Source: an optimization exercise on an open RTL-to-GDS flow (aim: small area and a short achievable clock period). Production flows keep margins and buffers that such runs may drop.
At most, simulation tests tie the RTL to the original design; equivalence was not proved.
Power figures rest on the tool's default switching activity, not on a simulated workload.

Design ALU, start of the top module:
module ALU(X, B, R, y, valid_in, clk);
    input [15:0] X, B;
    input clk;
    input R;
    input valid_in;
    output reg [38:0] y;
  wire [6:0] yh = y[38:32] & {7{~R}};
  wire [6:0] hi;
  wire n1;
  c_f0 u_n1 (.i0(B[0]), .i1(valid_in), .i2(R), .o0(n1));
  wire n2;
  c_f0 u_n2 (.i0(B[1]), .i1(valid_in), .i2(R), .o0(n2));
  wire n3;
  c_f0 u_n3 (.i0(B[2]), .i1(valid_in), .i2(R), .o0(n3));
  wire n4;
  c_f0 u_n4 (.i0(B[3]), .i1(valid_in), .i2(R), .o0(n4));
  wire n5;
  c_f0 u_n5 (.i0(B[4]), .i1(valid_in), .i2(R), .o0(n5));
  wire n6;
  c_f0 u_n6 (.i0(B[5]), .i1(valid_in), .i2(R), .o0(n6));
  wire n7;
  c_f0 u_n7 (.i0(B[6]), .i1(valid_in), .i2(R), .o0(n7));
  wire n8;
  c_f0 u_n8 (.i0(B[7]), .i1(valid_in), .i2(R), .o0(n8));
  wire n9;
  c_f0 u_n9 (.i0(B[8]), .i1(valid_in), .i2(R), .o0(n9));
  wire n10;
  c_f0 u_n10 (.i0(B[9]), .i1(valid_in), .i2(R), .o0(n10));
  wire n11;
  c_f0 u_n11 (.i0(B[10]), .i1(valid_in), .i2(R), .o0(n11));
  wire n12;
  c_f0 u_n12 (.i0(B[11]), .i1(valid_in), .i2(R), .o0(n12));
  wire n13;
  c_f0 u_n13 (.i0(B[12]), .i1(valid_in), .i2(R), .o0(n13));
  wire n14;
  c_f0 u_n14 (.i0(B[13]), .i1(valid_in), .i2(R), .o0(n14));
  wire n15;
  c_f0 u_n15 (.i0(B[14]), .i1(valid_in), .i2(R), .o0(n15));
  wire n16;
  c_f0 u_n16 (.i0(B[15]), .i1(valid_in), .i2(R), .o0(n16));
  wire n17;
  c_f1 u_n17 (.i0(X[0]), .i1(n1), .o0(n17));
  wire n18;
  c_f1 u_n18 (.i0(X[0]), .i1(n2), .o0(n18));
  wire n19;
  c_f1 u_n19 (.i0(X[0]), .i1(n3), .o0(n19));
  wire n20;
  c_f1 u_n20 (.i0(X[0]), .i1(n4), .o0(n20));
  wire n21;
  c_f1 u_n21 (.i0(X[0]), .i1(n5), .o0(n21));
  wire n22;
  c_f1 u_n22 (.i0(X[0]), .i1(n6), .o0(n22));
  wire n23;
  c_f1 u_n23 (.i0(X[0]), .i1(n7), .o0(n23));
  wire n24;
  c_f1 u_n24 (.i0(X[0]), .i1(n8), .o0(n24));
  wire n25;
  c_f1 u_n25 (.i0(X[0]), .i1(n9), .o0(n25));
  wire n26;
  c_f1 u_n26 (.i0(X[0]), .i1(n10), .o0(n26));
  wire n27;
  c_f1 u_n27 (.i0(X[0]), .i1(n11), .o0(n27));
  wire n28;
  c_f1 u_n28 (.i0(X[0]), .i1(n12), .o0(n28));
  wire n29;
  c_f1 u_n29 (.i0(X[0]), .i1(n13), .o0(n29));
  wire n30;
  c_f1 u_n30 (.i0(X[0]), .i1(n14), .o0(n30));
  wire n31;
  c_f1 u_n31 (.i0(X[0]), .i1(n15), .o0(n31));
  wire n32;
  c_f1 u_n32 (.i0(X[0]), .i1(n16), .o0(n32));
  ...
Size: roughly 1100 cells after synthesis, roughly 39 flip-flops, ~0.0097 mm2 of cells after synthesis.
==> module c_hipre, before the edit <==
module c_hipre(yh, a1, b0, b1, h1, h0);
  input [6:0] yh;
  input a1, b0, b1;
  output [6:0] h1, h0;
  wire [6:0] yinc = yh + 7'd1;
  wire [6:0] ydec = yh - 7'd1;
  wire [6:0] m = b0 ? yh : yinc;
  assign h1 = m;
  assign h0 = a1 ? m : b0 ? ydec : yh;
endmodule
==> module c_f18, before the edit <==
module c_f18(i0, i1, i2, o0);
  input i0, i1, i2;
  output o0;
  assign o0 = i0 ? i1 : i2;
endmodule
export LEC_CHECK = 0
export CAP_MARGIN = 20
export CORE_MARGIN = 2
export CORE_UTILIZATION = 40
export SETUP_SLACK_MARGIN = 3
export SLEW_MARGIN = 20
export SYNTH_HIERARCHICAL = 1
export SYNTH_MINIMUM_KEEP_SIZE = 0
create_clock -name core_clock -period 10.0 [get_ports {clk}]
standard.sh (not shown) runs the stock make flow with config.mk's settings and CLKGATE_MAP_FILE= SYNTH_SCRIPT=/design/flow/synth_recipe.tcl, a recipe that flattens the netlist after the stock synthesis.
==> flow/flow/run.sh <==
#!/bin/bash
# The standard layout, with every input and output port buffered by a
# plain buffer (buf_2) instead of the default delay-cell buffer; the
# resizer may then size these buffers like any other.
set -euo pipefail
cd "$(dirname "$0")/.."
export BUFFER_PORTS_ARGS="-buffer_cell sky130_fd_sc_hd__buf_2"
bash standard.sh > flow_standard.log 2>&1
The baseline passed the timing, design-rule and antenna checks.
==> next run, changes <==
--- a/flow/design.v
+++ b/flow/design.v
@@ -1946,6 +1946,6 @@
   wire [6:0] ydec = yh - 7'd1;
   wire [6:0] m = b0 ? yh : yinc;
-  assign h1 = m;
-  assign h0 = a1 ? m : b0 ? ydec : yh;
+  assign h1 = ~m;
+  assign h0 = ~(a1 ? m : b0 ? ydec : yh);
 endmodule
 module c_f0(i0, i1, i2, o0);
@@ -2042,4 +2042,4 @@
   input i0, i1, i2;
   output o0;
-  assign o0 = i0 ? i1 : i2;
+  assign o0 = ~(i0 ? i1 : i2);
 endmodule
Outcome: The new run finished with timing, DRC and antenna clean; sequential power hardly moves; design area drops by 2.0%; via count drops by 2.8%; register-to-register slack gets better by 0.28 ns; setup slack gets better by 0.018 ns; final cell count drops by 1.3%; fmax is about the same.
No functional check of the RTL was part of the first run of this note.

separate check: timing with driven ports:
The flow's constraints put no driver on any port. The routed layouts listed below were extracted and timed again, unchanged, in two steps. Step 1 sets driving cells, clkbuf_16 on the clock port and buf_2 on the other inputs (assumed; they add their load-dependent delay and slew). Step 2 moves the port delays by t, midway between the first and last clock arrival at a register: inputs arrive t later, outputs are due t later. That takes back most of the time a late clock gives input paths. a / b / c = ideal / step 1 / step 2; a / b = the first two.
| run | shift t [ns] | slack for setup (ns) | worst setup path at the end | slew at the worst register clock pin (ns) |
|---|---|---|---|---|
| the first run | 0.345 | 2.982 / 2.857 / 2.513 | input to register | 0.07 / 0.07 |
| the second run | 0.343 | 3.000 / 2.892 / 2.549 | input to register | 0.07 / 0.07 |
After both steps every run listed still meets setup and hold. The setup slack of the first run, which loses most, moves by -0.125 ns with the drivers and by -0.469 ns with both steps.
